Background: an optimization exercise with open tools, aiming at small area and a short achievable clock period. Do not read the settings as production practice.
Where RTL was checked, it was by simulation tests only, not by an equivalence proof against the original.
For run 1, only the layout was checked, not whether the RTL still works.

==> flow/design.v (outline; a module is shown in full before it is edited, if it fits) <==
// module wcopy: 7 lines
// module systolic_array: 1348 lines
module systolic_array #(
    parameter M           = 5,
    parameter N           = 3,
    parameter K           = 4,
    parameter DATA_WIDTH  = 32
) (
    input clk,
    input rst_n,
    input [DATA_WIDTH*M-1:0] X,
    input [DATA_WIDTH*K-1:0] W,
    output reg [DATA_WIDTH*M*K-1:0] Y,
    output done
);
  // ...
==> flow/flow/run.sh <==
#!/bin/bash
# The standard layout with two changes:
#  - input and output ports are buffered with plain buffers (buf_1) instead
#    of the delay cells buffer_ports picks by default;
#  - after the standard synthesis, fa_polarity.py complements some full
#    adders (a full adder is self-dual) so that fewer inverters are needed
#    between them; registers and all other cells are unchanged.
set -euo pipefail
export BUFFER_PORTS_ARGS="-buffer_cell sky130_fd_sc_hd__buf_1"
RES=orfs/results/${FLOW_PLATFORM}/systolic_array/base
bash standard.sh synth > make_synth.log 2>&1
python3 flow/fa_polarity.py $RES/1_2_yosys.v $RES/1_2_yosys.pol.v > fa_polarity.log 2>&1
cp $RES/1_2_yosys.v 1_2_yosys.standard.v
mv $RES/1_2_yosys.pol.v $RES/1_2_yosys.v
rm -f $RES/1_synth.odb $RES/1_synth.sdc
bash standard.sh > make_layout.log 2>&1
==> flow/flow/fa_polarity.py <==
#!/usr/bin/env python3
"""Remove inverters around full adders in a mapped netlist.

A full adder is self-dual: complementing its three inputs complements both
outputs.  This script chooses, for each sky130 fa cell, whether to use it in
complemented form so that as few inverters as possible are needed, removes
the netlist's inverters (inv/clkinv) and inserts one inverter per net that
still needs a complemented copy.  Registers, ports and every other cell are
left as they are; the netlist computes the same function.

usage: fa_polarity.py IN.v OUT.v
"""
import re, sys, random, collections

src = open(sys.argv[1]).read()
cell_re = re.compile(r'^(\s*)(sky130_fd_sc_hd__\w+)\s+(\S+)\s*\((.*?)\);\s*$', re.S | re.M)
pin_re = re.compile(r'\.(\w+)\(([^()]*)\)')
OUTPINS = {'X', 'Y', 'Q', 'Q_N', 'SUM', 'COUT', 'HI', 'LO'}

m = re.search(r'^\s*module\s+(\w+)\s*\(([^)]*)\);', src, re.M)
ports = set(p.strip() for p in m.group(2).split(','))
def is_port_net(n):
    base = n.split('[')[0].strip()
    return base in ports

cells = []   # [typ, name, pins(dict pin->net), span]
for mm in cell_re.finditer(src):
    typ = mm.group(2).split('__')[1]
    pins = {p: n.strip() for p, n in pin_re.findall(mm.group(4))}
    cells.append([typ, mm.group(3), pins, mm.span()])

def is_inv(t): return re.match(r'(clk)?inv_\d+$', t) is not None
def is_fa(t): return re.match(r'fa_\d+$', t) is not None

drv = {}
for i, (t, n, pins, _) in enumerate(cells):
    for p, net in pins.items():
        if p in OUTPINS:
            drv[net] = i
# inverters we may remove: those whose output is not a port
removable = set()
for i, (t, n, pins, _) in enumerate(cells):
    if is_inv(t) and not is_port_net(pins['Y']):
        removable.add(i)

def source(net):
    par = 0
    seen = 0
    while net in drv and drv[net] in removable:
        par ^= 1
        net = cells[drv[net]][2]['A']
        seen += 1
        assert seen < 100
    return net, par

# every input pin of a kept cell: (cell, pin, source net, parity)
uses = []
for i, (t, n, pins, _) in enumerate(cells):
    if i in removable:
        continue
    for p, net in pins.items():
        if p in OUTPINS:
            continue
        if not (net.startswith('_') or net.startswith('\\') or re.match(r'[A-Za-z]', net)):
            continue  # constants
        s, par = source(net)
        uses.append((i, p, s, par))

fas = [i for i, c in enumerate(cells) if is_fa(c[0])]
flip = collections.defaultdict(int)
bysrc = collections.defaultdict(list)
for u in uses:
    bysrc[u[2]].append(u)

def netcost(s):
    d = drv.get(s)
    fd = flip[d] if d is not None else 0
    need1 = any(par ^ fd ^ flip[i] for (i, p, _, par) in bysrc[s])
    return 1 if need1 else 0

famnets = collections.defaultdict(set)
for s, us in bysrc.items():
    d = drv.get(s)
    if d is not None and is_fa(cells[d][0]):
        famnets[d].add(s)
    for (i, p, _, par) in us:
        if is_fa(cells[i][0]):
            famnets[i].add(s)

def total():
    return sum(netcost(s) for s in bysrc)

before = total()
rng = random.Random(1)
best = before
order = list(fas)
for rnd in range(40):
    rng.shuffle(order)
    changed = False
    for f in order:
        nets = famnets[f]
        b = sum(netcost(s) for s in nets)
        flip[f] ^= 1
        a = sum(netcost(s) for s in nets)
        if a < b or (a == b and rng.random() < 0.3):
            changed = changed or a < b
        else:
            flip[f] ^= 1
    cur = total()
    if cur < best:
        best = cur
        bestflip = dict(flip)
    if rnd > 10 and not changed:
        break
if best < before:
    flip = collections.defaultdict(int, bestflip)
else:
    flip = collections.defaultdict(int)
after = total()

# rewrite
newinv = {}
newwires = []
def inverted(s):
    if s not in newinv:
        k = len(newinv)
        w = f"_polinv{k}_"
        newinv[s] = w
        newwires.append(w)
    return newinv[s]

out_cells = {}
for i, (t, n, pins, span) in enumerate(cells):
    if i in removable:
        out_cells[i] = None
        continue
    np = dict(pins)
    for p, net in pins.items():
        if p in OUTPINS:
            continue
    out_cells[i] = np
for (i, p, s, par) in uses:
    d = drv.get(s)
    fd = flip[d] if d is not None else 0
    need = par ^ fd ^ flip[i]
    out_cells[i][p] = inverted(s) if need else s

def esc(v):
    return v + " " if v.startswith("\\") else v

def fmt(t, n, pins, indent):
    body = ",\n".join(f"{indent}  .{p}({esc(v)})" for p, v in pins.items())
    return f"{indent}sky130_fd_sc_hd__{t} {n} (\n{body}\n{indent});"

pieces = []
last = 0
for i, (t, n, pins, span) in enumerate(cells):
    pieces.append(src[last:span[0]])
    last = span[1]
    if out_cells[i] is None:
        continue
    # keep original formatting of the instance, only pin values change
    indent = re.match(r'\s*', src[span[0]:span[1]]).group(0).lstrip('\n')
    pieces.append("\n" + fmt(t, n, out_cells[i], indent if indent else "  "))
pieces.append(src[last:])
text = "".join(pieces)
# declarations and new inverters
decl = "".join(f"  wire {w};\n" for w in newwires)
insts = "".join(f"  sky130_fd_sc_hd__inv_1 _polinvc{k}_ (\n    .A({esc(s)}),\n    .Y({w})\n  );\n"
                for k, (s, w) in enumerate(newinv.items()))
pos = text.rfind("endmodule")
text = text[:pos] + insts + text[pos:]
# wires right after the module's port list declarations: before first cell
first = cell_re.search(text).start()
text = text[:first] + "\n" + decl + text[first:]
open(sys.argv[2], "w").write(text)
print(f"fa_polarity: {len(fas)} full adders, {sum(flip.values())} complemented; "
      f"inverters {len(removable)} removable -> {len(newinv)} inserted (cost before flips {before})",
      file=sys.stderr)
==> flow/standard.sh <==
#!/bin/bash
# synth_recipe.tcl (not shown) runs the flow's synth.tcl, then flattens the netlist and writes it again
# the make line also repeats each setting of config.mk as NAME=value (left out here)
make -C /OpenROAD-flow-scripts/flow DESIGN_CONFIG=/design/flow/config.mk WORK_HOME=/design/flow/orfs CLKGATE_MAP_FILE= SYNTH_SCRIPT=/design/flow/synth_recipe.tcl "${@:-finish}"
==> flow/config.mk <==
export PLATFORM = sky130hd
export DESIGN_NAME = systolic_array
export DESIGN_NICKNAME = systolic_array
export VERILOG_FILES = /design/flow/design.v
export SDC_FILE = /design/flow/constraint.sdc
export NUM_CORES = 8
export LEC_CHECK = 0
export ABC_AREA = 1
export CAP_MARGIN = 20
export CORE_MARGIN = 2
export CORE_UTILIZATION = 55
export CTS_CLUSTER_DIAMETER = 150
export CTS_CLUSTER_SIZE = 20
export PLACE_DENSITY = 0.65
export SETUP_SLACK_MARGIN = 5
export SLEW_MARGIN = 20
export SYNTH_HIERARCHICAL = 1
==> flow/constraint.sdc <==
create_clock -name core_clock -period 8.5 [get_ports {clk}]
set_input_delay 1.7000 -clock core_clock [delete_from_list [all_inputs] [get_ports {clk}]]
set_output_delay 1.7000 -clock core_clock [all_outputs]
set_load 0.01 [all_outputs]
==> metrics.cfg, run 1 <==
[run_status]
status=timing/DRC/antenna clean

[critical_path]
arrival_ns=4.59
cp_slowest_cell=fa_2
worst-r2r-setup-slack_ns=4.46
crit_fanout=3

[yosys]
syn_inst=11900
syn-cell-area_um2=122000

[cells_and_area]
nets=14900
drive_above_1_share_pct=13.3
design_area_um2=141000

[worst_hold_path]
hold_start=wq[2][28]$_DFF_P_

[cts]
clock-sinks=2207
cts-hold-fix-buffers=0

[place]
placed_area_um2=128000
dpl.hpwl_um=315000

[timing]
worstMarginPinSlew_ns=1.21
hold_viol_final=0
slew_viol_final=0
tns_ns=0
timing.final.crit_share_pct=47.6
clock_skew_ns=0.0467

[global_route]
grt.total_usage_pct=38.8
grt_util_met3_pct=10.3

==> run 2, diff against run 1 <==
--- a/flow/design.v
+++ b/flow/design.v
@@ -1221,131 +1221,177 @@
         wire bx123 = ra_31_4 ^ ra_31_5;
         wire bx124 = bx121 ^ bx122;
         wire bx125 = bx123 ^ bc58;
         wire bx126 = bx124 ^ bx125;
         wire [31:0] r0 = {bc120, bc118, bc116, bc114, bc112, bc110, bc108, bc106, bc104, bc102, bc100, bc98, bc96, bc94, bc92, bc90, bc88, bc86, bc84, bc82, bc80, bc78, bc76, bc74, bc72, bc70, bc68, bc66, bc64, bc62, bc60, ra_0_2};
         wire [31:0] r1 = {bx126, bs119, bs117, bs115, bs113, bs111, bs109, bs107, bs105, bs103, bs101, bs99, bs97, bs95, bs93, bs91, bs89, bs87, bs85, bs83, bs81, bs79, bs77, bs75, bs73, bs71, bs69, bs67, bs65, bs63, bs61, bs59};
         wire [31:0] cg0 = r0 & r1;
         wire [31:0] cp0 = r0 ^ r1;
-        wire bg1 = cg0[1] | (cp0[1] & cg0[0]);
-        wire bp1 = cp0[1] & cp0[0];
-        wire bg2 = cg0[3] | (cp0[3] & cg0[2]);
-        wire bp2 = cp0[3] & cp0[2];
-        wire bg3 = cg0[5] | (cp0[5] & cg0[4]);
-        wire bp3 = cp0[5] & cp0[4];
-        wire bg4 = cg0[7] | (cp0[7] & cg0[6]);
-        wire bp4 = cp0[7] & cp0[6];
-        wire bg5 = cg0[9] | (cp0[9] & cg0[8]);
-        wire bp5 = cp0[9] & cp0[8];
-        wire bg6 = cg0[11] | (cp0[11] & cg0[10]);
-        wire bp6 = cp0[11] & cp0[10];
-        wire bg7 = cg0[13] | (cp0[13] & cg0[12]);
-        wire bp7 = cp0[13] & cp0[12];
-        wire bg8 = cg0[15] | (cp0[15] & cg0[14]);
-        wire bp8 = cp0[15] & cp0[14];
-        wire bg9 = cg0[17] | (cp0[17] & cg0[16]);
-        wire bp9 = cp0[17] & cp0[16];
-        wire bg10 = cg0[19] | (cp0[19] & cg0[18]);
-        wire bp10 = cp0[19] & cp0[18];
-        wire bg11 = cg0[21] | (cp0[21] & cg0[20]);
-        wire bp11 = cp0[21] & cp0[20];
-        wire bg12 = cg0[23] | (cp0[23] & cg0[22]);
-        wire bp12 = cp0[23] & cp0[22];
-        wire bg13 = cg0[25] | (cp0[25] & cg0[24]);
-        wire bp13 = cp0[25] & cp0[24];
-        wire bg14 = cg0[27] | (cp0[27] & cg0[26]);
-        wire bp14 = cp0[27] & cp0[26];
-        wire bg15 = cg0[29] | (cp0[29] & cg0[28]);
-        wire bp15 = cp0[29] & cp0[28];
-        wire bg16 = cg0[31] | (cp0[31] & cg0[30]);
-        wire bp16 = cp0[31] & cp0[30];
-        wire bg17 = bg2 | (bp2 & bg1);
-        wire bp17 = bp2 & bp1;
-        wire bg18 = bg4 | (bp4 & bg3);
-        wire bp18 = bp4 & bp3;
-        wire bg19 = bg6 | (bp6 & bg5);
-        wire bp19 = bp6 & bp5;
-        wire bg20 = bg8 | (bp8 & bg7);
-        wire bp20 = bp8 & bp7;
-        wire bg21 = bg10 | (bp10 & bg9);
-        wire bp21 = bp10 & bp9;
-        wire bg22 = bg12 | (bp12 & bg11);
-        wire bp22 = bp12 & bp11;
-        wire bg23 = bg14 | (bp14 & bg13);
-        wire bp23 = bp14 & bp13;
-        wire bg24 = bg16 | (bp16 & bg15);
-        wire bp24 = bp16 & bp15;
-        wire bg25 = bg18 | (bp18 & bg17);
-        wire bp25 = bp18 & bp17;
-        wire bg26 = bg20 | (bp20 & bg19);
-        wire bp26 = bp20 & bp19;
-        wire bg27 = bg22 | (bp22 & bg21);
-        wire bp27 = bp22 & bp21;
-        wire bg28 = bg24 | (bp24 & bg23);
-        wire bp28 = bp24 & bp23;
-        wire bg29 = bg26 | (bp26 & bg25);
-        wire bp29 = bp26 & bp25;
-        wire bg30 = bg28 | (bp28 & bg27);
-        wire bp30 = bp28 & bp27;
-        wire bg31 = bg30 | (bp30 & bg29);
-        wire bp31 = bp30 & bp29;
-        wire bg32 = bg27 | (bp27 & bg29);
-        wire bp32 = bp27 & bp29;
-        wire bg33 = bg19 | (bp19 & bg25);
-        wire bp33 = bp19 & bp25;
-        wire bg34 = bg21 | (bp21 & bg29);
-        wire bp34 = bp21 & bp29;
-        wire bg35 = bg23 | (bp23 & bg32);
-        wire bp35 = bp23 & bp32;
-        wire bg36 = bg3 | (bp3 & bg17);
-        wire bp36 = bp3 & bp17;
-        wire bg37 = bg5 | (bp5 & bg25);
-        wire bp37 = bp5 & bp25;
-        wire bg38 = bg7 | (bp7 & bg33);
-        wire bp38 = bp7 & bp33;
-        wire bg39 = bg9 | (bp9 & bg29);
-        wire bp39 = bp9 & bp29;
-        wire bg40 = bg11 | (bp11 & bg34);
-        wire bp40 = bp11 & bp34;
-        wire bg41 = bg13 | (bp13 & bg32);
-        wire bp41 = bp13 & bp32;
-        wire bg42 = bg15 | (bp15 & bg35);
-        wire bp42 = bp15 & bp35;
-        wire bg43 = cg0[2] | (cp0[2] & bg1);
-        wire bp43 = cp0[2] & bp1;
-        wire bg44 = cg0[4] | (cp0[4] & bg17);
-        wire bp44 = cp0[4] & bp17;
-        wire bg45 = cg0[6] | (cp0[6] & bg36);
-        wire bp45 = cp0[6] & bp36;
-        wire bg46 = cg0[8] | (cp0[8] & bg25);
-        wire bp46 = cp0[8] & bp25;
-        wire bg47 = cg0[10] | (cp0[10] & bg37);
-        wire bp47 = cp0[10] & bp37;
-        wire bg48 = cg0[12] | (cp0[12] & bg33);
-        wire bp48 = cp0[12] & bp33;
-        wire bg49 = cg0[14] | (cp0[14] & bg38);
-        wire bp49 = cp0[14] & bp38;
-        wire bg50 = cg0[16] | (cp0[16] & bg29);
-        wire bp50 = cp0[16] & bp29;
-        wire bg51 = cg0[18] | (cp0[18] & bg39);
-        wire bp51 = cp0[18] & bp39;
-        wire bg52 = cg0[20] | (cp0[20] & bg34);
-        wire bp52 = cp0[20] & bp34;
-        wire bg53 = cg0[22] | (cp0[22] & bg40);
-        wire bp53 = cp0[22] & bp40;
-        wire bg54 = cg0[24] | (cp0[24] & bg32);
-        wire bp54 = cp0[24] & bp32;
-        wire bg55 = cg0[26] | (cp0[26] & bg41);
-        wire bp55 = cp0[26] & bp41;
-        wire bg56 = cg0[28] | (cp0[28] & bg35);
-        wire bp56 = cp0[28] & bp35;
-        wire bg57 = cg0[30] | (cp0[30] & bg42);
-        wire bp57 = cp0[30] & bp42;
-        assign sum = {cp0[31] ^ bg57, cp0[30] ^ bg42, cp0[29] ^ bg56, cp0[28] ^ bg35, cp0[27] ^ bg55, cp0[26] ^ bg41, cp0[25] ^ bg54, cp0[24] ^ bg32, cp0[23] ^ bg53, cp0[22] ^ bg40, cp0[21] ^ bg52, cp0[20] ^ bg34, cp0[19] ^ bg51, cp0[18] ^ bg39, cp0[17] ^ bg50, cp0[16] ^ bg29, cp0[15] ^ bg49, cp0[14] ^ bg38, cp0[13] ^ bg48, cp0[12] ^ bg33, cp0[11] ^ bg47, cp0[10] ^ bg37, cp0[9] ^ bg46, cp0[8] ^ bg25, cp0[7] ^ bg45, cp0[6] ^ bg36, cp0[5] ^ bg44, cp0[4] ^ bg17, cp0[3] ^ bg43, cp0[2] ^ bg1, cp0[1] ^ cg0[0], cp0[0]};
+        wire sg1_1 = cg0[1] | (cp0[1] & cg0[0]);
+        wire sp1_1 = cp0[1] & cp0[0];
+        wire sg1_3 = cg0[3] | (cp0[3] & cg0[2]);
+        wire sp1_3 = cp0[3] & cp0[2];
+        wire sg1_5 = cg0[5] | (cp0[5] & cg0[4]);
+        wire sp1_5 = cp0[5] & cp0[4];
+        wire sg1_7 = cg0[7] | (cp0[7] & cg0[6]);
+        wire sp1_7 = cp0[7] & cp0[6];
+        wire sg1_9 = cg0[9] | (cp0[9] & cg0[8]);
+        wire sp1_9 = cp0[9] & cp0[8];
+        wire sg1_11 = cg0[11] | (cp0[11] & cg0[10]);
+        wire sp1_11 = cp0[11] & cp0[10];
+        wire sg1_13 = cg0[13] | (cp0[13] & cg0[12]);
+        wire sp1_13 = cp0[13] & cp0[12];
+        wire sg1_15 = cg0[15] | (cp0[15] & cg0[14]);
+        wire sp1_15 = cp0[15] & cp0[14];
+        wire sg1_17 = cg0[17] | (cp0[17] & cg0[16]);
+        wire sp1_17 = cp0[17] & cp0[16];
+        wire sg1_19 = cg0[19] | (cp0[19] & cg0[18]);
+        wire sp1_19 = cp0[19] & cp0[18];
+        wire sg1_21 = cg0[21] | (cp0[21] & cg0[20]);
+        wire sp1_21 = cp0[21] & cp0[20];
+        wire sg1_23 = cg0[23] | (cp0[23] & cg0[22]);
+        wire sp1_23 = cp0[23] & cp0[22];
+        wire sg1_25 = cg0[25] | (cp0[25] & cg0[24]);
+        wire sp1_25 = cp0[25] & cp0[24];
+        wire sg1_27 = cg0[27] | (cp0[27] & cg0[26]);
+        wire sp1_27 = cp0[27] & cp0[26];
+        wire sg1_29 = cg0[29] | (cp0[29] & cg0[28]);
+        wire sp1_29 = cp0[29] & cp0[28];
+        wire sg1_31 = cg0[31] | (cp0[31] & cg0[30]);
+        wire sp1_31 = cp0[31] & cp0[30];
+        wire sg2_2 = cg0[2] | (cp0[2] & sg1_1);
+        wire sp2_2 = cp0[2] & sp1_1;
+        wire sg2_3 = sg1_3 | (sp1_3 & sg1_1);
+        wire sp2_3 = sp1_3 & sp1_1;
+        wire sg2_6 = cg0[6] | (cp0[6] & sg1_5);
+        wire sp2_6 = cp0[6] & sp1_5;
+        wire sg2_7 = sg1_7 | (sp1_7 & sg1_5);
+        wire sp2_7 = sp1_7 & sp1_5;
+        wire sg2_10 = cg0[10] | (cp0[10] & sg1_9);
+        wire sp2_10 = cp0[10] & sp1_9;
+        wire sg2_11 = sg1_11 | (sp1_11 & sg1_9);
+        wire sp2_11 = sp1_11 & sp1_9;
+        wire sg2_14 = cg0[14] | (cp0[14] & sg1_13);
+        wire sp2_14 = cp0[14] & sp1_13;
+        wire sg2_15 = sg1_15 | (sp1_15 & sg1_13);
+        wire sp2_15 = sp1_15 & sp1_13;
+        wire sg2_18 = cg0[18] | (cp0[18] & sg1_17);
+        wire sp2_18 = cp0[18] & sp1_17;
+        wire sg2_19 = sg1_19 | (sp1_19 & sg1_17);
+        wire sp2_19 = sp1_19 & sp1_17;
+        wire sg2_22 = cg0[22] | (cp0[22] & sg1_21);
+        wire sp2_22 = cp0[22] & sp1_21;
+        wire sg2_23 = sg1_23 | (sp1_23 & sg1_21);
+        wire sp2_23 = sp1_23 & sp1_21;
+        wire sg2_26 = cg0[26] | (cp0[26] & sg1_25);
+        wire sp2_26 = cp0[26] & sp1_25;
+        wire sg2_27 = sg1_27 | (sp1_27 & sg1_25);
+        wire sp2_27 = sp1_27 & sp1_25;
+        wire sg2_30 = cg0[30] | (cp0[30] & sg1_29);
+        wire sp2_30 = cp0[30] & sp1_29;
+        wire sg2_31 = sg1_31 | (sp1_31 & sg1_29);
+        wire sp2_31 = sp1_31 & sp1_29;
+        wire sg3_4 = cg0[4] | (cp0[4] & sg2_3);
+        wire sp3_4 = cp0[4] & sp2_3;
+        wire sg3_5 = sg1_5 | (sp1_5 & sg2_3);
+        wire sp3_5 = sp1_5 & sp2_3;
+        wire sg3_6 = sg2_6 | (sp2_6 & sg2_3);
+        wire sp3_6 = sp2_6 & sp2_3;
+        wire sg3_7 = sg2_7 | (sp2_7 & sg2_3);
+        wire sp3_7 = sp2_7 & sp2_3;
+        wire sg3_12 = cg0[12] | (cp0[12] & sg2_11);
+        wire sp3_12 = cp0[12] & sp2_11;
+        wire sg3_13 = sg1_13 | (sp1_13 & sg2_11);
+        wire sp3_13 = sp1_13 & sp2_11;
+        wire sg3_14 = sg2_14 | (sp2_14 & sg2_11);
+        wire sp3_14 = sp2_14 & sp2_11;
+        wire sg3_15 = sg2_15 | (sp2_15 & sg2_11);
+        wire sp3_15 = sp2_15 & sp2_11;
+        wire sg3_20 = cg0[20] | (cp0[20] & sg2_19);
+        wire sp3_20 = cp0[20] & sp2_19;
+        wire sg3_21 = sg1_21 | (sp1_21 & sg2_19);
+        wire sp3_21 = sp1_21 & sp2_19;
+        wire sg3_22 = sg2_22 | (sp2_22 & sg2_19);
+        wire sp3_22 = sp2_22 & sp2_19;
+        wire sg3_23 = sg2_23 | (sp2_23 & sg2_19);
+        wire sp3_23 = sp2_23 & sp2_19;
+        wire sg3_28 = cg0[28] | (cp0[28] & sg2_27);
+        wire sp3_28 = cp0[28] & sp2_27;
+        wire sg3_29 = sg1_29 | (sp1_29 & sg2_27);
+        wire sp3_29 = sp1_29 & sp2_27;
+        wire sg3_30 = sg2_30 | (sp2_30 & sg2_27);
+        wire sp3_30 = sp2_30 & sp2_27;
+        wire sg3_31 = sg2_31 | (sp2_31 & sg2_27);
+        wire sp3_31 = sp2_31 & sp2_27;
+        wire sg4_8 = cg0[8] | (cp0[8] & sg3_7);
+        wire sp4_8 = cp0[8] & sp3_7;
+        wire sg4_9 = sg1_9 | (sp1_9 & sg3_7);
+        wire sp4_9 = sp1_9 & sp3_7;
+        wire sg4_10 = sg2_10 | (sp2_10 & sg3_7);
+        wire sp4_10 = sp2_10 & sp3_7;
+        wire sg4_11 = sg2_11 | (sp2_11 & sg3_7);
+        wire sp4_11 = sp2_11 & sp3_7;
+        wire sg4_12 = sg3_12 | (sp3_12 & sg3_7);
+        wire sp4_12 = sp3_12 & sp3_7;
+        wire sg4_13 = sg3_13 | (sp3_13 & sg3_7);
+        wire sp4_13 = sp3_13 & sp3_7;
+        wire sg4_14 = sg3_14 | (sp3_14 & sg3_7);
+        wire sp4_14 = sp3_14 & sp3_7;
+        wire sg4_15 = sg3_15 | (sp3_15 & sg3_7);
+        wire sp4_15 = sp3_15 & sp3_7;
+        wire sg4_24 = cg0[24] | (cp0[24] & sg3_23);
+        wire sp4_24 = cp0[24] & sp3_23;
+        wire sg4_25 = sg1_25 | (sp1_25 & sg3_23);
+        wire sp4_25 = sp1_25 & sp3_23;
+        wire sg4_26 = sg2_26 | (sp2_26 & sg3_23);
+        wire sp4_26 = sp2_26 & sp3_23;
+        wire sg4_27 = sg2_27 | (sp2_27 & sg3_23);
+        wire sp4_27 = sp2_27 & sp3_23;
+        wire sg4_28 = sg3_28 | (sp3_28 & sg3_23);
+        wire sp4_28 = sp3_28 & sp3_23;
+        wire sg4_29 = sg3_29 | (sp3_29 & sg3_23);
+        wire sp4_29 = sp3_29 & sp3_23;
+        wire sg4_30 = sg3_30 | (sp3_30 & sg3_23);
+        wire sp4_30 = sp3_30 & sp3_23;
+        wire sg4_31 = sg3_31 | (sp3_31 & sg3_23);
+        wire sp4_31 = sp3_31 & sp3_23;
+        wire sg5_16 = cg0[16] | (cp0[16] & sg4_15);
+        wire sp5_16 = cp0[16] & sp4_15;
+        wire sg5_17 = sg1_17 | (sp1_17 & sg4_15);
+        wire sp5_17 = sp1_17 & sp4_15;
+        wire sg5_18 = sg2_18 | (sp2_18 & sg4_15);
+        wire sp5_18 = sp2_18 & sp4_15;
+        wire sg5_19 = sg2_19 | (sp2_19 & sg4_15);
+        wire sp5_19 = sp2_19 & sp4_15;
+        wire sg5_20 = sg3_20 | (sp3_20 & sg4_15);
+        wire sp5_20 = sp3_20 & sp4_15;
+        wire sg5_21 = sg3_21 | (sp3_21 & sg4_15);
+        wire sp5_21 = sp3_21 & sp4_15;
+        wire sg5_22 = sg3_22 | (sp3_22 & sg4_15);
+        wire sp5_22 = sp3_22 & sp4_15;
+        wire sg5_23 = sg3_23 | (sp3_23 & sg4_15);
+        wire sp5_23 = sp3_23 & sp4_15;
+        wire sg5_24 = sg4_24 | (sp4_24 & sg4_15);
+        wire sp5_24 = sp4_24 & sp4_15;
+        wire sg5_25 = sg4_25 | (sp4_25 & sg4_15);
+        wire sp5_25 = sp4_25 & sp4_15;
+        wire sg5_26 = sg4_26 | (sp4_26 & sg4_15);
+        wire sp5_26 = sp4_26 & sp4_15;
+        wire sg5_27 = sg4_27 | (sp4_27 & sg4_15);
+        wire sp5_27 = sp4_27 & sp4_15;
+        wire sg5_28 = sg4_28 | (sp4_28 & sg4_15);
+        wire sp5_28 = sp4_28 & sp4_15;
+        wire sg5_29 = sg4_29 | (sp4_29 & sg4_15);
+        wire sp5_29 = sp4_29 & sp4_15;
+        wire sg5_30 = sg4_30 | (sp4_30 & sg4_15);
+        wire sp5_30 = sp4_30 & sp4_15;
+        wire sg5_31 = sg4_31 | (sp4_31 & sg4_15);
+        wire sp5_31 = sp4_31 & sp4_15;
+        assign sum = {cp0[31] ^ sg5_30, cp0[30] ^ sg5_29, cp0[29] ^ sg5_28, cp0[28] ^ sg5_27, cp0[27] ^ sg5_26, cp0[26] ^ sg5_25, cp0[25] ^ sg5_24, cp0[24] ^ sg5_23, cp0[23] ^ sg5_22, cp0[22] ^ sg5_21, cp0[21] ^ sg5_20, cp0[20] ^ sg5_19, cp0[19] ^ sg5_18, cp0[18] ^ sg5_17, cp0[17] ^ sg5_16, cp0[16] ^ sg4_15, cp0[15] ^ sg4_14, cp0[14] ^ sg4_13, cp0[13] ^ sg4_12, cp0[12] ^ sg4_11, cp0[11] ^ sg4_10, cp0[10] ^ sg4_9, cp0[9] ^ sg4_8, cp0[8] ^ sg3_7, cp0[7] ^ sg3_6, cp0[6] ^ sg3_5, cp0[5] ^ sg3_4, cp0[4] ^ sg2_3, cp0[3] ^ sg2_2, cp0[2] ^ sg1_1, cp0[1] ^ cg0[0], cp0[0]};
         always @(posedge clk) acc <= sum;
         always @(posedge clk) begin
             if (wy[0]) Y[32*(4*i+0) +: 32] <= sum;
             if (wy[1]) Y[32*(4*i+1) +: 32] <= sum;
             if (wy[2]) Y[32*(4*i+2) +: 32] <= sum;
             else if (rot) Y[32*(4*i+2) +: 32] <= xr2;
             if (wy[3]) Y[32*(4*i+3) +: 32] <= sum;
             else if (rot) Y[32*(4*i+3) +: 32] <= xr0;
==> flow/config.mk (replaced) <==
export PLATFORM = sky130hd
export DESIGN_NAME = systolic_array
export DESIGN_NICKNAME = systolic_array
export VERILOG_FILES = /design/flow/design.v
export SDC_FILE = /design/flow/constraint.sdc
export NUM_CORES = 8
export LEC_CHECK = 0
export ABC_AREA = 1
export CAP_MARGIN = 20
export CORE_MARGIN = 2
export CORE_UTILIZATION = 50
export CTS_CLUSTER_DIAMETER = 150
export CTS_CLUSTER_SIZE = 20
export PLACE_DENSITY = 0.6
export SETUP_SLACK_MARGIN = 5
export SLEW_MARGIN = 20
export SYNTH_HIERARCHICAL = 1
==> run 2 against run 1 <==
  * Synthesized cell count increased by 5.3%
  * Sequential share of layout area grew 0.51 points
  * Critical path type unchanged
  * Critical endpoint is now row[0].ra_24_3$_DFF_P_
  * Highest routed layer unchanged
==> metrics.cfg, run 2 <==
[run_status]
status=timing/DRC/antenna clean  ; unchanged

[critical_path]
reg2reg_to=row[0].ra_24_3$_DFF_P_  ; was Y[278]$_DFFE_PP_
reg2reg_depth=7  ; was 19
cp-start-kind=flip-flop  ; unchanged
crit_required_ns=9.19  ; was 9.05 ns
critical_path.endpoint_type=flip-flop  ; unchanged
worst-r2r-setup-slack_ns=5.00  ; was 4.46 ns
arrival_ns=4.19  ; was 4.59 ns
crit_type=flip-flop to flip-flop  ; unchanged
timing.critical_path.to=row[0].ra_24_3$_DFF_P_  ; was Y[278]$_DFFE_PP_
crit_fanout=24  ; was 3
r2r-start=row[0].wc.q[7]$_DFF_P_  ; was row[2].ra_9_1$_DFF_P_
crit_path_start=row[0].wc.q[7]$_DFF_P_  ; was row[2].ra_9_1$_DFF_P_

[floorplan]
ios=931  ; unchanged
core_um2=246000  ; was 222000 um2
start_util_pct=50.4  ; was 55.1%
core.rowCount=182  ; was 173
fp.dieW_um=502  ; was 475 um
die-area_um2=252000  ; was 226000 um2
die_h_um=502  ; was 475 um

[detailed_routing]
firstDrtPassIters=6  ; was 8
routedWlPerCell_um=27.0  ; was 27.8 um
first_iter_violations=9583  ; was 11100
drcViolationCount=0  ; unchanged
via_per_inst=5.71  ; was 5.87
antenna_left=0  ; unchanged
num_vias=96900  ; was 95200
drt-total-wl_um=459000  ; was 450000 um

[cts]
clk_pin_slew_ns=0.10  ; was 0.09 ns
cts_max_level=3  ; unchanged
clock-root-buffer=clkbuf_16  ; unchanged
clock_latency_ns=0.89  ; was 0.86 ns
cts_tree=done  ; unchanged
clockBufferDepth=3  ; unchanged
cts_made_buffers=120  ; unchanged
clock-sinks=2207  ; unchanged

[worst_hold_path]
min_path_type=flip-flop to flip-flop  ; unchanged

[yosys]
avgSynthCellArea_um2=9.87  ; was 10.2 um2
syn_inst=12600  ; was 11900
syn-num-nets=14300  ; was 13700
syn-cell-area_um2=124000  ; was 122000 um2
yosys_warnings=9  ; unchanged

[global_route]
antenna_found_initial=68  ; was 64
grt_pass1_vias=97400  ; was 93900
grt_max_degree=193  ; was 127
grt-ovfl-total=0  ; unchanged
grt.total_usage_pct=35.5  ; was 38.8%
grt_pass1_wl_um=657000  ; was 638000 um

[place]
dpl.hpwl_um=325000  ; was 315000 um
dpl_worst_slack_ns=4.05  ; was 4.13 ns
portBuffers=930  ; unchanged
globalplace.congestion=0.965  ; was 0.963
dp_cells=16300  ; was 15300

[cells_and_area]
fillers=22000  ; was 18100
nets=15300  ; was 14900
largest_reg_flops=640  ; unchanged
final_common_cell=nand2_1  ; unchanged
largest_register=Y  ; unchanged
top_regs=Y x640, wq x288  ; unchanged
drive_above_1_share_pct=8.49  ; was 13.3%
syn2layout_area_growth_pct=12.2  ; was 15.6%
final_cells=17000  ; was 16200
mostFrequentLayoutCells=nand2_1, inv_1, dfxtp_1  ; was nand2_1, dfxtp_1, inv_1

[timing]
tns_ns=0  ; unchanged
worstMarginPinSlew_ns=1.29  ; was 1.21 ns
rsz0062_at_grt=true  ; unchanged
max_freq_ghz=0.286  ; was 0.247 GHz
clock_skew_ns=0.0627  ; was 0.0467 ns
timing.final.crit_share_pct=41.1  ; was 47.6%
period_needed_ns=3.50  ; was 4.04 ns
hold_viol_final=0  ; unchanged
slew_headroom_pct=14.2  ; was 19.4%
layout_setup_ws_ns=5.00  ; was 4.46 ns
slew_viol_final=0  ; unchanged
finalSetupViolations=0  ; unchanged

[flow_run]
maxCapViolCount=0  ; unchanged

[run 2: changes by cell type in the layout (fill, tap and decap cells not counted), sizes merged, moves of 47 or more]
| cell | delta |
|---|---|
| a21oi | +67 |
| and2 | +67 |
| buf | -198 |
| fa | -55 |
| inv | +72 |
| nand2 | +308 |
| nand3 | +207 |
| nor2 | +47 |
| o21ai | -92 |
[run 2: critical path, cell delays in order (launching register included)]
cell and delay, ns:
dfxtp_1 0.32, inv_1 0.81, o22ai_1 0.25, xor2_1 0.23, fa_1 0.60, inv_1 0.07
fa_1 0.48, fa_1 0.55
[run 2: final cells by class]
cell class / count / area, um2 / area share [%]
Timing Repair Buffer: 1446 / 7840 / 5.63
Sequential cell: 2207 / 50800 / 36.5
Clock inverter: 7 / 183 / 0.131
Clock buffer: 204 / 3340 / 2.40
Multi-Input combinational cell: 8020 / 65800 / 47.3
Tap cell: 3312 / 4140 / 2.98
Inverter: 1677 / 6840 / 4.92
Timing Repair inverter: 29 / 153 / 0.110
Antenna cell: 64 / 160 / 0.115
[run 2: per-stage QoR]
step           cell area, um2  hold WS [ns]  utilization (%)
6_report               139000         0.311             56.5
2_1_floorplan          124000         0.310                -
4_1_cts                137000         0.306             55.5
5_1_grt                139000         0.322             56.4
3_5_place_dp           131000         0.312             53.1
3_3_place_gp           131000         0.310             53.1
[run 2: how the worst min path moves through the flow]
stage	slack, ns	depth (start not counted)	endpoint	start
after CTS	0.31	0	wq[7][27]$_DFF_P_	wq[8][27]$_DFF_P_
final	0.31	0	wq[7][27]$_DFF_P_	wq[8][27]$_DFF_P_
after floorplan	0.31	0	wq[1][0]$_DFF_P_	wq[2][0]$_DFF_P_
after global routing	0.32	0	wq[7][27]$_DFF_P_	wq[8][27]$_DFF_P_
after detailed placement	0.31	0	wq[1][0]$_DFF_P_	wq[2][0]$_DFF_P_
after global placement	0.31	0	wq[1][13]$_DFF_P_	wq[2][13]$_DFF_P_
[run 2: metal layers]
| layer | routed length, um | part of all wire (%) | global-route usage [%] |
|---|---|---|---|
| met1 | 176000 | 38 | 44.9 |
| met2 | 212000 | 46 | 57.2 |
| met3 | 41300 | 9.0 | 7.20 |
| met4 | 29500 | 6.4 | 19.2 |
| met5 | 394 | 0.086 | 0.289 |
[run 2: what timing repair did]
item,CTS,global route
pin swaps,11,27
buffers inserted,159,164
hold buffers,0,0
gates resized for setup,198,249
setup endpoints to repair,607,430
cloned,32,4
==> run 3, diff against run 2 <==
--- a/flow/config.mk
+++ b/flow/config.mk
@@ -10,6 +10,6 @@
 export CORE_MARGIN = 2
-export CORE_UTILIZATION = 50
+export CORE_UTILIZATION = 55
 export CTS_CLUSTER_DIAMETER = 150
 export CTS_CLUSTER_SIZE = 20
-export PLACE_DENSITY = 0.6
+export PLACE_DENSITY = 0.65
 export SETUP_SLACK_MARGIN = 5
==> run 3 against run 2 <==
  * Still clean
  * Hold slack improved by 0.0050 ns
  * Sequential cell count did not move
  * Critical path type unchanged
  * Worst setup slack worse by 0.00051 ns
  * Cell area decreased by 0.76%
  * Die area fell by 9.0%
==> metrics.cfg, run 3 <==
[timing]
slew_viol_final=0  ; unchanged
clock_skew_ns=0.0604  ; was 0.0627 ns
hold_viol_final=0  ; unchanged
holdWs_ns=0.316  ; was 0.311 ns
slew_headroom_pct=19.2  ; was 14.2%
timing.final.crit_share_pct=41.1  ; about the same
layout_setup_ws_ns=5.00  ; about the same
period_needed_ns=3.50  ; about the same
rsz0062_at_grt=true  ; unchanged
tns_ns=0  ; unchanged
max_freq_ghz=0.286  ; about the same
worstMarginPinSlew_ns=1.21  ; was 1.29 ns
finalSetupViolations=0  ; unchanged

[cts]
clk_pin_slew_ns=0.09  ; was 0.10 ns
cts_max_level=3  ; unchanged
clock-sinks=2207  ; unchanged
clock-root-buffer=clkbuf_16  ; unchanged
clockBufferDepth=3  ; unchanged
cts_made_buffers=120  ; unchanged
cts_tree=done  ; unchanged
clock_latency_ns=0.85  ; was 0.89 ns
cts-hold-fix-buffers=0  ; unchanged

[cells_and_area]
final_common_cell=nand2_1  ; unchanged
syn2layout_area_growth_pct=11.3  ; was 12.2%
largest_register=Y  ; unchanged
fillers=19200  ; was 22000
ff_latch_area_um2=50700  ; was 50800 um2
final_cells=16600  ; was 17000
final_util_pct=61.5  ; was 56.5%
multi_input_area_um2=65600  ; was 65800 um2
top_regs=Y x640, wq x288  ; unchanged
mostFrequentLayoutCells=nand2_1, inv_1, dfxtp_1  ; unchanged
nets=15200  ; was 15300
drive_above_1_share_pct=8.02  ; was 8.49%
largest_reg_flops=640  ; unchanged

[global_route]
grt_pass1_vias=97700  ; was 97400
grt.total_usage_pct=38.1  ; was 35.5%
antenna_found_initial=64  ; was 68
grt_max_degree=160  ; was 193
grt_pass1_wl_um=645000  ; was 657000 um
grt-ovfl-total=0  ; unchanged

[flow_run]
maxCapViolCount=0  ; unchanged

[detailed_routing]
via_per_inst=5.83  ; was 5.71
first_iter_violations=9692  ; was 9583
drcViolationCount=0  ; unchanged
routedWlPerCell_um=26.8  ; was 27.0 um
antenna_left=0  ; unchanged
firstDrtPassIters=14  ; was 6
num_vias=96800  ; was 96900
drt-total-wl_um=445000  ; was 459000 um

[place]
dp_cells=16000  ; was 16300
dpl_worst_slack_ns=3.92  ; was 4.05 ns
portBuffers=930  ; unchanged
globalplace.congestion=0.977  ; was 0.965
dpl.hpwl_um=315000  ; was 325000 um

[critical_path]
critPathMostFrequentCell=nand2_1  ; was fa_1
worst-r2r-setup-slack_ns=5.00  ; about the same
cp_slowest_cell=fa_1  ; was inv_1
crit_chain=fa_1, fa_2, ha_1, nand2_1, inv_1, nand3_1, nor3_2, nand2_4, nand2_4, buf_12, nand2_1, nand2_1, nand2_1, and2_1  ; was inv_1, o22ai_1, xor2_1, fa_1, inv_1, fa_1, fa_1
reg2reg_to=Y[55]$_DFFE_PP_  ; was row[0].ra_24_3$_DFF_P_
timing.critical_path.to=Y[55]$_DFFE_PP_  ; was row[0].ra_24_3$_DFF_P_
worst_path_largest_cell_delay_ns=0.59  ; was 0.81 ns
r2r-start=row[0].ra_8_0$_DFF_P_  ; was row[0].wc.q[7]$_DFF_P_
crit_fanout=11  ; was 24
critical_path.endpoint_type=flip-flop  ; unchanged
crit_path_start=row[0].ra_8_0$_DFF_P_  ; was row[0].wc.q[7]$_DFF_P_
arrival_ns=4.06  ; was 4.19 ns
crit_type=flip-flop to flip-flop  ; unchanged
cp-start-kind=flip-flop  ; unchanged
crit_required_ns=9.07  ; was 9.19 ns
reg2reg_depth=14  ; was 7

[yosys]
syn-num-nets=14300  ; unchanged
yosys_warnings=9  ; unchanged
syn_inst=12600  ; unchanged
avgSynthCellArea_um2=9.87  ; unchanged
syn-cell-area_um2=124000  ; unchanged

[run_status]
status=timing/DRC/antenna clean  ; unchanged

[floorplan]
ios=931  ; unchanged
core_um2=224000  ; was 246000 um2
fp.dieW_um=479  ; was 502 um
start_util_pct=55.3  ; was 50.4%
die-area_um2=229000  ; was 252000 um2
core.rowCount=174  ; was 182
die_h_um=479  ; was 502 um

[worst_hold_path]
min_path_type=flip-flop to flip-flop  ; unchanged

[run 3: changes by cell type in the layout (fill, tap and decap cells not counted), moves of 6 or more]
cell        change
buf_6           -7
clkbuf_1       -10
clkinvlp_2      +6
buf_4          -28
dfxtp_1        +23
dfxtp_2        -18
o22ai_4         -8
[run 3: final cells by class]
type	instances	area share, %
multi-input cells	8020	47.5
flip-flops and latches	2207	36.7
repair buffers	1404	5.36
inverters	1677	4.96
well taps	2992	2.71
clock buffers	194	2.38
repair inverters	34	0.128
clock inverters	9	0.122
diodes	62	0.112
[run 3: critical path, delay by kind of cell, from the launching register on]
family        cells  cell delay, ns
simple gates      9            1.23
fa+ha+maj         3            1.40
flops             1            0.33
buf+inv           2            0.24
[run 3: through the flow]
| stage | cell area, um2 |
|---|---|
| floorplan | 124000 |
| CTS | 136000 |
| detailed placement | 130000 |
| global route | 138000 |
| global placement | 130000 |
| finish | 138000 |
[run 3: timing repair]
action	CTS	global route
pin swaps	14	35
resized for setup	181	196
setup endpoints to repair	539	328
setup buffers	164	133
cloned	36	2
[run 3: layer usage]
metal | share of wire (%) | track usage [%]
met5 | 0.067 | 0
met4 | 6.9 | 21.9
met3 | 9.5 | 8.15
met2 | 46 | 61.7
met1 | 37 | 47.3
[run 3: worst min path at each step]
stage / start / to / slack, ns / cells after the start
global placement: wq[9][20]$_DFF_P_ / wq[8][20]$_DFF_P_ / 0.31 / 0
finish: wq[2][9]$_DFF_P_ / wq[1][9]$_DFF_P_ / 0.32 / 0
detailed placement: wq[2][13]$_DFF_P_ / wq[1][13]$_DFF_P_ / 0.31 / 0
floorplan: wq[2][0]$_DFF_P_ / wq[1][0]$_DFF_P_ / 0.31 / 0
CTS: wq[5][16]$_DFF_P_ / wq[4][16]$_DFF_P_ / 0.32 / 0
global route: wq[2][19]$_DFF_P_ / wq[1][19]$_DFF_P_ / 0.32 / 0
==> run 4, diff against run 3 <==
--- a/flow/config.mk
+++ b/flow/config.mk
@@ -11,4 +11,4 @@
 export CORE_UTILIZATION = 55
-export CTS_CLUSTER_DIAMETER = 150
-export CTS_CLUSTER_SIZE = 20
+export CTS_CLUSTER_DIAMETER = 120
+export CTS_CLUSTER_SIZE = 24
 export PLACE_DENSITY = 0.65
==> run 4 against run 3 <==
  * Via count shrank 0.20%
  * Synthesized area is the same
  * Sequential cell count is the same
  * Register-to-register slack is essentially flat
  * Synthesized cell count is the same
==> metrics.cfg, run 4 <==
[cts]
cts_max_level=3  ; unchanged
clock-root-buffer=clkbuf_16  ; unchanged
clock-sinks=2207  ; unchanged
clk_pin_slew_ns=0.11  ; was 0.09 ns
cts-hold-fix-buffers=0  ; unchanged
cts_made_buffers=103  ; was 120
clockBufferDepth=3  ; unchanged
cts_tree=done  ; unchanged
clock_latency_ns=0.84  ; was 0.85 ns

[critical_path]
worst-r2r-setup-slack_ns=5.01  ; was 5.00 ns
crit_path_start=row[2].eone[4]$_DFF_P_  ; was row[0].ra_8_0$_DFF_P_
r2r-start=row[2].eone[4]$_DFF_P_  ; was row[0].ra_8_0$_DFF_P_
cp-start-kind=flip-flop  ; unchanged
arrival_ns=4.17  ; was 4.06 ns
critical_path.endpoint_type=flip-flop  ; unchanged
crit_type=flip-flop to flip-flop  ; unchanged
crit_fanout=11  ; unchanged
reg2reg_to=row[2].ra_20_3$_DFF_P_  ; was Y[55]$_DFFE_PP_
reg2reg_depth=6  ; was 14
crit_required_ns=9.18  ; was 9.07 ns

[floorplan]
start_util_pct=55.3  ; unchanged
die_h_um=479  ; unchanged
core.rowCount=174  ; unchanged
die-area_um2=229000  ; unchanged
ios=931  ; unchanged
core_um2=224000  ; unchanged
fp.dieW_um=479  ; unchanged

[cells_and_area]
final_common_cell=nand2_1  ; unchanged
mostFrequentLayoutCells=nand2_1, inv_1, dfxtp_1  ; unchanged
design_area_um2=138000  ; about the same
top_regs=Y x640, wq x288  ; unchanged
largest_register=Y  ; unchanged
largest_reg_flops=640  ; unchanged
final_cells=16600  ; about the same
syn2layout_area_growth_pct=10.9  ; was 11.3%
nets=15200  ; about the same
drive_above_1_share_pct=7.87  ; was 8.02%

[global_route]
grtUsageMet2_pct=61.5  ; was 61.7%
grt_pass1_wl_um=643000  ; was 645000 um
grt_max_degree=160  ; unchanged
grt_pass1_vias=97300  ; was 97700
grt.busiest_layer=met2  ; unchanged
grt-ovfl-total=0  ; unchanged
antenna_found_initial=61  ; was 64
grt.total_usage_pct=38.0  ; was 38.1%
met1_usage_pct=47.3  ; about the same
grt_util_met3_pct=7.86  ; was 8.15%

[worst_hold_path]
holdPathEnd=wq[4][9]$_DFF_P_  ; was wq[1][9]$_DFF_P_
hold_start=wq[5][9]$_DFF_P_  ; was wq[2][9]$_DFF_P_
min_path_type=flip-flop to flip-flop  ; unchanged
hold_depth=0  ; unchanged

[timing]
slew_headroom_pct=15.8  ; was 19.2%
slew_viol_final=0  ; unchanged
tns_ns=0  ; unchanged
max_freq_ghz=0.286  ; about the same
rsz0062_at_grt=true  ; unchanged
hold_viol_final=0  ; unchanged
period_needed_ns=3.49  ; was 3.50 ns
clock_skew_ns=0.0572  ; was 0.0604 ns
timing.final.crit_share_pct=41.1  ; about the same
worstMarginPinSlew_ns=1.26  ; was 1.21 ns
finalSetupViolations=0  ; unchanged

[detailed_routing]
drcViolationCount=0  ; unchanged
first_iter_violations=9973  ; was 9692
antenna_left=0  ; unchanged
via_per_inst=5.83  ; about the same
routedWlPerCell_um=26.7  ; was 26.8 um
firstDrtPassIters=9  ; was 14
drt-total-wl_um=443000  ; was 445000 um
num_vias=96600  ; was 96800

[place]
globalplace.congestion=0.977  ; unchanged
portBuffers=930  ; unchanged
placed_area_um2=130000  ; unchanged
dp_cells=16000  ; unchanged
dpl.hpwl_um=315000  ; unchanged

[run_status]
status=timing/DRC/antenna clean  ; unchanged

[yosys]
yosys_warnings=9  ; unchanged
syn-num-nets=14300  ; unchanged
syn_inst=12600  ; unchanged
avgSynthCellArea_um2=9.87  ; unchanged
syn-cell-area_um2=124000  ; unchanged

[flow_run]
maxCapViolCount=0  ; unchanged

-- run 4: worst max-delay path by stage --
stage                     cells past startpoint  slack [ns]                     end
after global placement                        8        3.98  row[3].ra_28_3$_DFF_P_
after detailed placement                      8        3.92  row[3].ra_28_3$_DFF_P_
after floorplan                              10        5.11  row[2].ra_25_3$_DFF_P_
after global routing                         14        4.88        Y[241]$_DFFE_PP_
final                                         6        5.01  row[2].ra_20_3$_DFF_P_
after CTS                                     6        4.92  row[1].wc.q[7]$_DFF_P_
-- run 4: repair_timing --
action / CTS / global route
endpoints found under the setup margin: 543 / 322
buffers inserted: 153 / 142
pin swaps: 14 / 33
resized for setup: 180 / 193
gates cloned: 36 / 1
-- run 4: critical path, cell delays in order, from the launching register on --
cell        delay [ns]
dfxtp_1           0.55
clkinvlp_2        0.68
o22ai_1           0.41
xor2_1            0.21
fa_1              0.46
fa_1              0.51
fa_1              0.50
-- run 4: stage by stage --
stage          utilization (%)  worst slack, ns  hold slack [ns]
3_5_place_dp              58.0             3.92            0.312
4_1_cts                   60.4             4.92            0.325
3_3_place_gp              58.0             3.98            0.310
6_report                  61.3             5.01            0.326
5_1_grt                   61.3             4.88            0.327
2_1_floorplan                -             5.11            0.310
-- run 4: layout make-up --
cell class	count	area (um2)
antenna	51	128
inverter	1677	6840
tap	2992	3740
timing repair buffer	1402	7390
sequential	2207	50700
clock buffer	169	2840
fill	19200	86800
multi-input combinational	8019	65600
clock inverter	14	193
timing repair inverter	34	176
-- run 4: per-layer routing --
layer | up-vias | share of wire [%]
met3 | 1246 | 9.4
met2 | 5336 | 46
met5 | - | 0.074
met1 | 47700 | 37
li1 | 42200 | -
met4 | 46 | 6.7
==> run 5, diff against run 4 <==
--- a/flow/config.mk
+++ b/flow/config.mk
@@ -17 +17,2 @@
 export SYNTH_HIERARCHICAL = 1
+export TNS_END_PERCENT = 50
==> run 5 against run 4 <==
  * Worst setup slack got worse by 0.031 ns
  * Clock skew increased by 0.016 ns
  * Sequential cell count unchanged
  * Synthesized cell count unchanged
  * Core utilization increased by 0.14 points
==> metrics.cfg, run 5 <==
[timing]
period_needed_ns=3.52  ; was 3.49 ns
max_freq_ghz=0.284  ; was 0.286 GHz
rsz0062_at_grt=true  ; unchanged
holdWs_ns=0.313  ; was 0.326 ns
clock_skew_ns=0.0729  ; was 0.0572 ns
slew_viol_final=0  ; unchanged
slew_headroom_pct=19.5  ; was 15.8%
hold_viol_final=0  ; unchanged
finalSetupViolations=0  ; unchanged
tns_ns=0  ; unchanged
timing.final.crit_share_pct=41.4  ; was 41.1%
worstMarginPinSlew_ns=1.20  ; was 1.26 ns

[global_route]
grt_pass1_vias=97100  ; was 97300
grt.total_usage_pct=38.0  ; about the same
grt_util_met3_pct=8.18  ; was 7.86%
grt_pass1_wl_um=644000  ; was 643000 um
grt.busiest_layer=met2  ; unchanged
met1_usage_pct=47.9  ; was 47.3%
antenna_found_initial=69  ; was 61
grt_max_degree=162  ; was 160
grtUsageMet2_pct=60.7  ; was 61.5%
grt-ovfl-total=0  ; unchanged

[critical_path]
critPathMostFrequentCell=fa_1  ; unchanged
arrival_ns=4.20  ; was 4.17 ns
cp_slowest_cell=clkinvlp_2  ; unchanged
critical_path.endpoint_type=flip-flop  ; unchanged
worst-r2r-setup-slack_ns=4.98  ; was 5.01 ns
crit_fanout=12  ; was 11
r2r-start=row[0].etwo[3]$_DFF_P_  ; was row[2].eone[4]$_DFF_P_
critPathBufInv=2  ; was 1
reg2reg_to=row[0].ra_22_3$_DFF_P_  ; was row[2].ra_20_3$_DFF_P_
crit_type=flip-flop to flip-flop  ; unchanged
reg2reg_depth=7  ; was 6
worst_path_largest_cell_delay_ns=0.76  ; was 0.68 ns
crit_chain=clkinvlp_2, o22ai_1, xor2_1, fa_1, inv_1, fa_1, fa_1  ; was clkinvlp_2, o22ai_1, xor2_1, fa_1, fa_1, fa_1
cp-start-kind=flip-flop  ; unchanged
crit_family=adder cells  ; unchanged
crit_required_ns=9.17  ; was 9.18 ns

[cts]
clockBufferDepth=3  ; unchanged
clock-sinks=2207  ; unchanged
cts_tree=done  ; unchanged
clk_pin_slew_ns=0.10  ; was 0.11 ns
cts-hold-fix-buffers=0  ; unchanged
clock_latency_ns=0.86  ; was 0.84 ns
cts_made_buffers=103  ; unchanged
clock-root-buffer=clkbuf_16  ; unchanged
cts_max_level=3  ; unchanged

[floorplan]
die-area_um2=229000  ; unchanged
ios=931  ; unchanged
core.rowCount=174  ; unchanged
die_h_um=479  ; unchanged
start_util_pct=55.3  ; unchanged
fp.dieW_um=479  ; unchanged
core_um2=224000  ; unchanged

[cells_and_area]
syn2layout_area_growth_pct=11.2  ; was 10.9%
mostFrequentLayoutCells=nand2_1, inv_1, dfxtp_1  ; unchanged
final_common_cell=nand2_1  ; unchanged
nets=15200  ; about the same
top_regs=Y x640, wq x288  ; unchanged
largest_reg_flops=640  ; unchanged
largest_register=Y  ; unchanged
drive_above_1_share_pct=8.07  ; was 7.87%

[run_status]
status=timing/DRC/antenna clean  ; unchanged

[worst_hold_path]
hold_start=wq[3][12]$_DFF_P_  ; was wq[5][9]$_DFF_P_
min_path_type=flip-flop to flip-flop  ; unchanged
hold_depth=0  ; unchanged
holdPathEnd=wq[2][12]$_DFF_P_  ; was wq[4][9]$_DFF_P_

[detailed_routing]
routedWlPerCell_um=26.8  ; was 26.7 um
num_vias=96800  ; was 96600
first_iter_violations=10100  ; was 9973
drcViolationCount=0  ; unchanged
drt-total-wl_um=445000  ; was 443000 um
antenna_left=0  ; unchanged
via_per_inst=5.84  ; was 5.83
firstDrtPassIters=8  ; was 9

[yosys]
syn_inst=12600  ; unchanged
syn-cell-area_um2=124000  ; unchanged
avgSynthCellArea_um2=9.87  ; unchanged
syn-num-nets=14300  ; unchanged
yosys_warnings=9  ; unchanged

[place]
portBuffers=930  ; unchanged
dpl.hpwl_um=317000  ; was 315000 um
globalplace.congestion=0.973  ; was 0.977

[flow_run]
maxCapViolCount=0  ; unchanged

## run 5: what timing repair did
action	4_1_cts	5_1_grt
resized for setup	172	219
pin swaps	13	50
setup buffers	177	136
endpoints found under the setup margin	630	606
endpoints found under the hold margin	0	0
cloned	30	5
## run 5: worst reg2reg max path, cell delays in order (launching register included)
cell,delay [ns]
dfxtp_1,0.57
clkinvlp_2,0.76
o22ai_1,0.39
xor2_1,0.20
fa_1,0.44
inv_1,0.11
fa_1,0.45
fa_1,0.49
## run 5: cell type report
cell class | count | area, um2
Antenna cell | 47 | 118
Clock buffer | 171 | 2830
Clock inverter | 14 | 240
Fill cell | 19100 | 86500
Inverter | 1677 | 6830
Multi-Input combinational cell | 8019 | 65600
Sequential cell | 2207 | 50700
Tap cell | 2992 | 3740
Timing Repair Buffer | 1419 | 7660
Timing Repair inverter | 30 | 150
## run 5: metal layers
layer | routed length, um | vias to the layer above
li1 | - | 42300
met1 | 166000 | 47700
met2 | 204000 | 5410
met3 | 42800 | 1375
met4 | 31100 | 40
met5 | 274 | -
## run 5: worst max-delay path by stage
stage | from | slack [ns] | endpoint | cells after the start
finish | row[0].etwo[3]$_DFF_P_ | 4.98 | row[0].ra_22_3$_DFF_P_ | 7
global route | row[0].ra_17_0$_DFF_P_ | 4.90 | Y[58]$_DFFE_PP_ | 12
CTS | ld[1]$_DFF_PN0_ | 4.82 | row[3].etwo[9]$_DFF_P_ | 9
detailed placement | ld[1]$_DFF_PN0_ | 3.77 | row[3].etwo[10]$_DFF_P_ | 9
global placement | ld[1]$_DFF_PN0_ | 3.82 | row[3].etwo[10]$_DFF_P_ | 9
floorplan | wy[1]$_DFF_PN0_ | 4.45 | Y[160]$_DFFE_PP_ | 0
## run 5: per-stage QoR
stage	utilization (%)	cells	setup WS [ns]	instance area, um2
2_1_floorplan	-	12600	4.45	124000
3_3_place_gp	58.0	16000	3.82	130000
3_5_place_dp	58.0	16000	3.77	130000
4_1_cts	60.4	16400	4.82	136000
5_1_grt	61.4	16500	4.90	138000
6_report	61.5	16600	4.98	138000

-- afterwards: timing with drivers on the ports --
Ports are ideal in the flow. The routed layouts listed here were re-timed in OpenROAD.
Step 1, drivers: a clkbuf_16 drives clk and a buf_2 each remaining input, both assumed.
Step 2 adds t to the input delays and takes it off the output delays; t is the mean of the earliest and latest rising clock arrival at the registers after step 1. Input paths then give back, and output paths get back, about the clock's delay inside the block.
a / b / c = ideal ports / drivers / drivers and shift; a / b = the first two.
run	t (ns)	slack for setup (ns)	clock arrival spread, ns
run 1	0.943	4.457 / 4.457 / 4.457	0.059 / 0.058
run 2	0.948	5.004 / 4.973 / 5.004	0.094 / 0.093
run 3	0.938	5.004 / 4.940 / 5.004	0.086 / 0.087
run 4	0.919	5.008 / 4.900 / 5.008	0.062 / 0.061
run 5	0.918	4.977 / 4.977 / 4.977	0.078 / 0.078
After both steps every run listed still meets setup and hold.
